This design comes from an exercise in tuning for small area and a short achievable clock period on the open sky130 flow, not from production work.
Only simulation tests tie the RTL to the original design; equivalence was not proved.

[flow/config.mk]
export PLATFORM = sky130hd
export DESIGN_NAME = conv_kernel
export DESIGN_NICKNAME = conv_kernel
export VERILOG_FILES = /design/flow/design.v
export SDC_FILE = /design/flow/constraint.sdc
export NUM_CORES = 4
export LEC_CHECK = 0
export CAP_MARGIN = 20
export CORE_MARGIN = 2
export CORE_UTILIZATION = 40
export SLEW_MARGIN = 20
[flow/constraint.sdc]
create_clock -name core_clock -period 12.0 [get_ports {clk}]
set_input_delay 2.4000 -clock core_clock [delete_from_list [all_inputs] [get_ports {clk}]]
set_output_delay 2.4000 -clock core_clock [all_outputs]
set_load 0.01 [all_outputs]
[flow/design.v]
module floating_mult (
  input         s_axis_a_tvalid,
  input  [31:0] s_axis_a_tdata,
  input         s_axis_b_tvalid,
  input  [31:0] s_axis_b_tdata,
  output        m_axis_result_tvalid,
  output [31:0] m_axis_result_tdata
);
wire [31:0] a = s_axis_a_tdata;
wire [31:0] b = s_axis_b_tdata;
wire        sa = a[31];
wire        sb = b[31];
wire [7:0]  ea = a[30:23];
wire [7:0]  eb = b[30:23];
wire [22:0] fa = a[22:0];
wire [22:0] fb = b[22:0];
wire a_zero = (ea == 8'd0);
wire b_zero = (eb == 8'd0);
wire a_inf  = (ea == 8'hFF) && (fa == 23'd0);
wire b_inf  = (eb == 8'hFF) && (fb == 23'd0);
wire a_nan  = (ea == 8'hFF) && (fa != 23'd0);
wire b_nan  = (eb == 8'hFF) && (fb != 23'd0);
wire        s = sa ^ sb;
wire [47:0] p = {1'b1, fa} * {1'b1, fb};
wire signed [10:0] e0 = $signed({3'b000, ea}) + $signed({3'b000, eb}) - 11'sd127;
reg  [22:0] m;
reg         g;
reg         st;
reg  signed [10:0] e1;
always @(*) begin
  if (p[47]) begin
    m  = p[46:24];
    g  = p[23];
    st = |p[22:0];
    e1 = e0 + 11'sd1;
  end else begin
    m  = p[45:23];
    g  = p[22];
    st = |p[21:0];
    e1 = e0;
  end
end
wire        rnd = g & (st | m[0]);
wire [23:0] mr  = {1'b0, m} + {23'd0, rnd};
wire signed [10:0] e2 = mr[23] ? e1 + 11'sd1 : e1;
wire [22:0] mf  = mr[22:0];
reg [31:0] r;
always @(*) begin
  if (a_nan || b_nan || (a_inf && b_zero) || (b_inf && a_zero))
    r = 32'h7FC00000;
  else if (a_inf || b_inf)
    r = {s, 8'hFF, 23'd0};
  else if (a_zero || b_zero)
    r = {s, 31'd0};
  else if (e2 >= 11'sd255)
    r = {s, 8'hFF, 23'd0};
  else if (e2 <= 11'sd0)
    r = {s, 31'd0};
  else
    r = {s, e2[7:0], mf};
end
assign m_axis_result_tdata  = r;
assign m_axis_result_tvalid = 1'b1;
endmodule
module floating_adder (
  input         s_axis_a_tvalid,
  input  [31:0] s_axis_a_tdata,
  input         s_axis_a_tlast,
  input         s_axis_b_tvalid,
  input  [31:0] s_axis_b_tdata,
  output        m_axis_result_tvalid,
  output [31:0] m_axis_result_tdata,
  output        m_axis_result_tlast
);
wire [31:0] a = s_axis_a_tdata;
wire [31:0] b = s_axis_b_tdata;
wire a_zero = (a[30:23] == 8'd0);
wire b_zero = (b[30:23] == 8'd0);
wire a_inf  = (a[30:23] == 8'hFF) && (a[22:0] == 23'd0);
wire b_inf  = (b[30:23] == 8'hFF) && (b[22:0] == 23'd0);
wire a_nan  = (a[30:23] == 8'hFF) && (a[22:0] != 23'd0);
wire b_nan  = (b[30:23] == 8'hFF) && (b[22:0] != 23'd0);
wire        swap = (b[30:0] > a[30:0]);
wire [31:0] x = swap ? b : a;
wire [31:0] y = swap ? a : b;
wire        sx = x[31];
wire        sy = y[31];
wire [7:0]  ex = x[30:23];
wire [7:0]  ey = y[30:23];
wire [7:0]  d  = ex - ey;
wire        sub = sx ^ sy;
wire [26:0] mx = {1'b1, x[22:0], 3'b000};
wire [26:0] my = {1'b1, y[22:0], 3'b000};
wire        far    = (d >= 8'd27);
wire [26:0] my_sh  = far ? 27'd0 : (my >> d[4:0]);
wire [26:0] lost   = far ? my : (my & ~(27'h7FFFFFF << d[4:0]));
wire        sticky = |lost;
wire [26:0] my_al = {my_sh[26:1], my_sh[0] | sticky};
wire [27:0] s0 = sub ? ({1'b0, mx} - {1'b0, my_al}) : ({1'b0, mx} + {1'b0, my_al});
reg  [4:0]  lz;
always @(*) begin
  casez (s0[26:0])
    27'b1??????????????????????????: lz = 5'd0;
    27'b01?????????????????????????: lz = 5'd1;
    27'b001????????????????????????: lz = 5'd2;
    27'b0001???????????????????????: lz = 5'd3;
    27'b00001??????????????????????: lz = 5'd4;
    27'b000001?????????????????????: lz = 5'd5;
    27'b0000001????????????????????: lz = 5'd6;
    27'b00000001???????????????????: lz = 5'd7;
    27'b000000001??????????????????: lz = 5'd8;
    27'b0000000001?????????????????: lz = 5'd9;
    27'b00000000001????????????????: lz = 5'd10;
    27'b000000000001???????????????: lz = 5'd11;
    27'b0000000000001??????????????: lz = 5'd12;
    27'b00000000000001?????????????: lz = 5'd13;
    27'b000000000000001????????????: lz = 5'd14;
    27'b0000000000000001???????????: lz = 5'd15;
    27'b00000000000000001??????????: lz = 5'd16;
    27'b000000000000000001?????????: lz = 5'd17;
    27'b0000000000000000001????????: lz = 5'd18;
    27'b00000000000000000001???????: lz = 5'd19;
    27'b000000000000000000001??????: lz = 5'd20;
    27'b0000000000000000000001?????: lz = 5'd21;
    27'b00000000000000000000001????: lz = 5'd22;
    27'b000000000000000000000001???: lz = 5'd23;
    27'b0000000000000000000000001??: lz = 5'd24;
    27'b00000000000000000000000001?: lz = 5'd25;
    27'b000000000000000000000000001: lz = 5'd26;
    default:                          lz = 5'd27;
  endcase
end
wire [26:0] n  = s0[27] ? {s0[27:2], s0[1] | s0[0]} : (s0[26:0] << lz);
wire signed [9:0] en = s0[27] ? $signed({2'b00, ex}) + 10'sd1
                              : $signed({2'b00, ex}) - $signed({5'd0, lz});
wire        g   = n[2];
wire        st  = n[1] | n[0];
wire [22:0] m   = n[25:3];
wire        rnd = g & (st | m[0]);
wire [23:0] mr  = {1'b0, m} + {23'd0, rnd};
wire signed [9:0] e2 = mr[23] ? en + 10'sd1 : en;
reg [31:0] r;
always @(*) begin
  if (a_nan || b_nan || (a_inf && b_inf && (a[31] != b[31])))
    r = 32'h7FC00000;
  else if (a_inf)
    r = a;
  else if (b_inf)
    r = b;
  else if (a_zero && b_zero)
    r = {a[31] & b[31], 31'd0};
  else if (b_zero)
    r = a;
  else if (a_zero)
    r = b;
  else if (s0 == 28'd0)
    r = 32'd0;
  else if (e2 >= 10'sd255)
    r = {sx, 8'hFF, 23'd0};
  else if (e2 <= 10'sd0)
    r = {sx, 31'd0};
  else
    r = {sx, e2[7:0], mr[22:0]};
end
assign m_axis_result_tdata  = r;
assign m_axis_result_tvalid = 1'b1;
assign m_axis_result_tlast  = 1'b0;
endmodule
module conv_kernel(
	clk,
	rst_n,
	clear,
	i_pixel,
	i_weight,
	o_pixel
);
parameter	WIDTH	=	32;
input					clk;
input					rst_n;
input					clear;
input	[WIDTH-1:0]		i_pixel;
input	[WIDTH-1:0]		i_weight;
output	[WIDTH-1:0]		o_pixel;
reg		[WIDTH-1:0]		o_pixel;
reg		[WIDTH-1:0]		mult_a;
reg		[WIDTH-1:0]		mult_b;
wire	[WIDTH-1:0]		product;
reg		[WIDTH-1:0]		add_a;
reg		[WIDTH-1:0]		add_b;
wire	[WIDTH-1:0]		sum;
always @(posedge clk, negedge rst_n)	begin
	if(!rst_n) begin
		mult_a		<=	32'b0;
		mult_b		<=	32'b0;
	end
	else begin
		mult_a		<=	i_pixel;
		mult_b		<=	i_weight;
	end
end
always @(posedge clk, negedge rst_n)	begin
	if(!rst_n) begin
		add_a		<=	32'b0;
		add_b		<=	32'b0;
	end
	else if (clear) begin
		add_a		<=	32'b0;
		add_b		<=	32'b0;
	end			
	else begin
		add_a		<=	product;
		add_b		<=	sum;
	end
end
always @(posedge clk, negedge rst_n)	begin
	if(!rst_n) begin
		o_pixel		<=	32'b0;
	end
	else if (clear) begin
		o_pixel		<=	32'b0;
	end
	else begin
		o_pixel		<=	sum;
	end
end
floating_adder U_floating_adder (
  .s_axis_a_tvalid(),             
  .s_axis_a_tdata(add_a),               
  .s_axis_a_tlast(),               
  .s_axis_b_tvalid(),             
  .s_axis_b_tdata(add_b),               
  .m_axis_result_tvalid(),   
  .m_axis_result_tdata(sum),     
  .m_axis_result_tlast()     
);
floating_mult U_floating_mult (
  .s_axis_a_tvalid(),             
  .s_axis_a_tdata(mult_a),               
  .s_axis_b_tvalid(),             
  .s_axis_b_tdata(mult_b),               
  .m_axis_result_tvalid(),   
  .m_axis_result_tdata(product)     
);
endmodule
[flow/run.sh]
#!/bin/bash
# synth_recipe.tcl (not shown) runs the flow's synth.tcl, then flattens the netlist and writes it again
# the make line also repeats each setting of config.mk as NAME=value (left out here)
make -C /OpenROAD-flow-scripts/flow DESIGN_CONFIG=/design/flow/config.mk WORK_HOME=/design/flow/orfs CLKGATE_MAP_FILE= SYNTH_SCRIPT=/design/flow/synth_recipe.tcl finish
==> flow_metrics.py <==
metrics = {
    "outcome": {
        "outcome": "timing/DRC/antenna clean",
    },
    "sta": {
        "worst_pin_slew_ns": 1.18,
        "hold_viol": 0,
        "fmax_ghz": 0.0870,
        "period_minus_slack_ns": 11.49,
        "fin_crit_sh_pct": 95.7,
        "finClkSkew_ns": 0.0157,
        "tns_ns": 0,
        "finalSetupViolations": 0,
        "finalMaxSlewViolations": 0,
        "worst_hold_slack_ns": 0.529,
        "slew_headroom_pct": 21.5,
    },
    "global_routing": {
        "antenna_found_initial": 1,
        "grt_max_degree": 74,
        "grt_overflow_total": 0,
        "grt_pass1_wl_um": 206000,
        "track_usage_pct": 28.7,
        "grt_pass1_vias": 34400,
    },
    "hold_path": {
        "min_path_type": "reg2reg",
        "hold_end": "add_a[31]",
        "min-delay-start": "mult_a[31]",
        "whs_path_depth": 2,
    },
    "synthesis": {
        "synth_fp_nets": 5368,
        "postSynthAreaPerCell_um2": 7.96,
        "synthCells": 4543,
        "syn_area_um2": 36200,
        "ys_types": 117,
        "synthArstFlopShare_pct": 100,
        "synth_seq_cells": 128,
        "yosysSeqAreaShare_pct": 8.85,
        "synth_edf_count": 0,
        "ys_warn_count": 3,
        "yosys_most_used_dff": "dfrtp_1",
    },
    "worst_setup_path": {
        "critPathMaxStageDelay_ns": 0.57,
        "slowest_stage": "or4_4",
        "worstSetupPathType": "reg2reg",
        "crit_path_end_kind": "flop",
        "cp_max_fo": 30,
        "cp.required_ns": 12.37,
        "reg2reg_from": "add_a[23]",
        "reg2reg_depth": 51,
        "start_kind": "flop",
        "rrSetupSlack_ns": 0.51,
        "cp-startpoint": "add_a[23]",
        "r2r-end": "add_b[0]",
        "arrival_ns": 11.86,
    },
    "placement": {
        "hpwl_um": 106000,
        "routabilityCongestion": 1.03,
        "port_buffers": 98,
    },
    "clock_network": {
        "cts_buffers": 17,
        "clockBufferDepth": 2,
        "clk_pin_slew_ns": 0.07,
        "cts-root-buf": "clkbuf_16",
        "cts_tree": "built",
        "worstSkewPairLatency_ns": 0.50,
        "cts.sinks": 128,
        "htreeDepth": 4,
        "hold_buffers": 0,
    },
    "job": {
        "maxCapViolations": 0,
    },
    "die": {
        "die-width_um": 305,
        "ioPinCount": 99,
        "die_area_um2": 92900,
        "rows": 110,
        "core_um2": 89900,
        "start_util_pct": 40.3,
        "die_y_um": 305,
    },
    "final_layout": {
        "area_delta_synth_final_pct": 13.4,
        "final_cell_mix": "inv_1, nand2_1, fa_1",
        "layout_commonest_cell": "inv_1",
        "layout.nets": 5548,
        "final_layout_size_suffix_gt1_share_pct": 11.0,
    },
    "detailed_routing": {
        "avgRoutedWirePerCell_um": 22.6,
        "dr.pass1.iters": 7,
        "finalWirelength_um": 134000,
        "routed-via-count": 34200,
        "drtAntennaViolNets": 0,
        "route.detailed.drc": 0,
        "drt_iter0_drc": 3238,
        "viasPerCell": 5.78,
    },
}
[logic make-up (layout without fill, tap and decap cells)]
| kind of cell | Yosys count | in the layout | share of synthesized area [%] |
|---|---|---|---|
| AOI/OAI and AO/OA | 931 | 931 | 17.3 |
| and+or+nand+nor | 1579 | 1579 | 21.1 |
| DFF | 128 | 128 | 8.85 |
| xor gates and xnor gates | 151 | 151 | 3.73 |
| other | 0 | 1 | 0 |
| muxes | 98 | 98 | 3.06 |
| buffers and inverters | 898 | 1091 | 9.72 |
| adders and majority gates | 758 | 758 | 36.3 |
[synthesized netlist by cell type (26+ instances only)]
master      n  area share, %
fa_1      485             27
clkbuf_1  182            1.9
o21ai_0   163            2.3
nor3_1     72            1.0
nor2_1    277            2.9
xor2_1     49            1.2
xnor2_1   100            2.4
o31ai_1    26           0.54
o211ai_1   27           0.56
nand3_1    95            1.3
nand4_1    73            1.3
dfrtp_1   128            8.9
o21bai_1   34           0.71
and2_1    246            4.3
nand2_1   604            6.3
inv_1     651            6.8
and3_1     30           0.52
a21oi_1   278            3.8
a211oi_1   41           0.85
a31oi_1    46           0.80
mux2i_1    76            2.1
nor4_1     34           0.59
a21o_1     48            1.0
or3_1      35           0.61
ha_1      273            9.4
[timing repair]
| item | CTS | global route |
|---|---|---|
| resized for setup | 0 | 74 |
| endpoints found under the setup margin | 0 | 52 |
| setup buffers | 0 | 17 |
[metal layers]
layer / vias to the layer above / GRT usage (%) / share of wire, %
li1: 15500 / - / -
met1: 17000 / 36.9 / 42
met2: 1414 / 47.6 / 47
met3: 311 / 4.50 / 6.7
met4: 0 / 12.9 / 4.6
met5: - / 0 / 0
[cell type report]
| cell class | instances | area, um2 |
|---|---|---|
| antenna | 1 | 2.50 |
| clock buffer | 18 | 429 |
| clock inverter | 14 | 204 |
| fill | 9022 | 48800 |
| inverter | 657 | 2470 |
| multi-input combinational | 3517 | 29900 |
| sequential | 128 | 3210 |
| tap | 1176 | 1470 |
| timing repair buffer | 402 | 3400 |
[critical path, delay by kind of cell, from the launching register on]
kind            cells  cell delay, ns
compound gates     27            5.17
fa+ha+maj           3            0.89
buf+inv             7            1.11
flops               1            0.41
mux                 3            0.85
simple gates       11            2.90
[stage by stage]
| step | area (um2) | cells | worst slack [ns] | utilization (%) |
|---|---|---|---|---|
| 2_1_floorplan | 36300 | 4543 | 0.0196 | - |
| 3_3_place_gp | 40000 | 5862 | 0.206 | 44.5 |
| 3_5_place_dp | 40000 | 5862 | 0.144 | 44.5 |
| 4_1_cts | 40600 | 5894 | 0.0465 | 45.2 |
| 5_1_grt | 41000 | 5912 | -0.153 | 45.7 |
| 6_report | 41000 | 5913 | 0.512 | 45.7 |
[sequential cells by signal, indices dropped and copies added (netlist names)]
register / cells
mult_b: 32
add_b: 32
mult_a: 32
add_a: 32
[how the worst max path moves through the flow]
stage,endpoint
finish,add_b[0]
global route,add_b[9]
CTS,add_b[1]
detailed placement,add_b[1]
global placement,add_b[1]
floorplan,add_b[13]

-- afterwards: timing with drivers on the ports --
The results above use ideal ports. As a check the final layout listed here was re-extracted and re-timed, cells and wires unchanged.
Step 1: set_driving_cell puts a clkbuf_16 on clk and a buf_2 on each other input, an assumption about the parent block.
Step 2 times the ports against the registers' clock, not the clock port: input delays grow and output delays shrink by t, the midpoint of the rising clock arrivals with the driver on.
Three values: ideal ports, drivers, drivers and shift; two values: the first two.
shift t [ns]: 0.555
setup WS [ns]: 0.512 / 0.512 / 0.512
worst setup path after step 2: register to register
clock arrival spread, ns: 0.019 / 0.018
worst slew at a driven data input, ns: 0.06
After both steps this run still meets setup and hold. For this run, drivers alone change the setup slack by 0.000 ns; drivers and shift together by 0.000 ns.
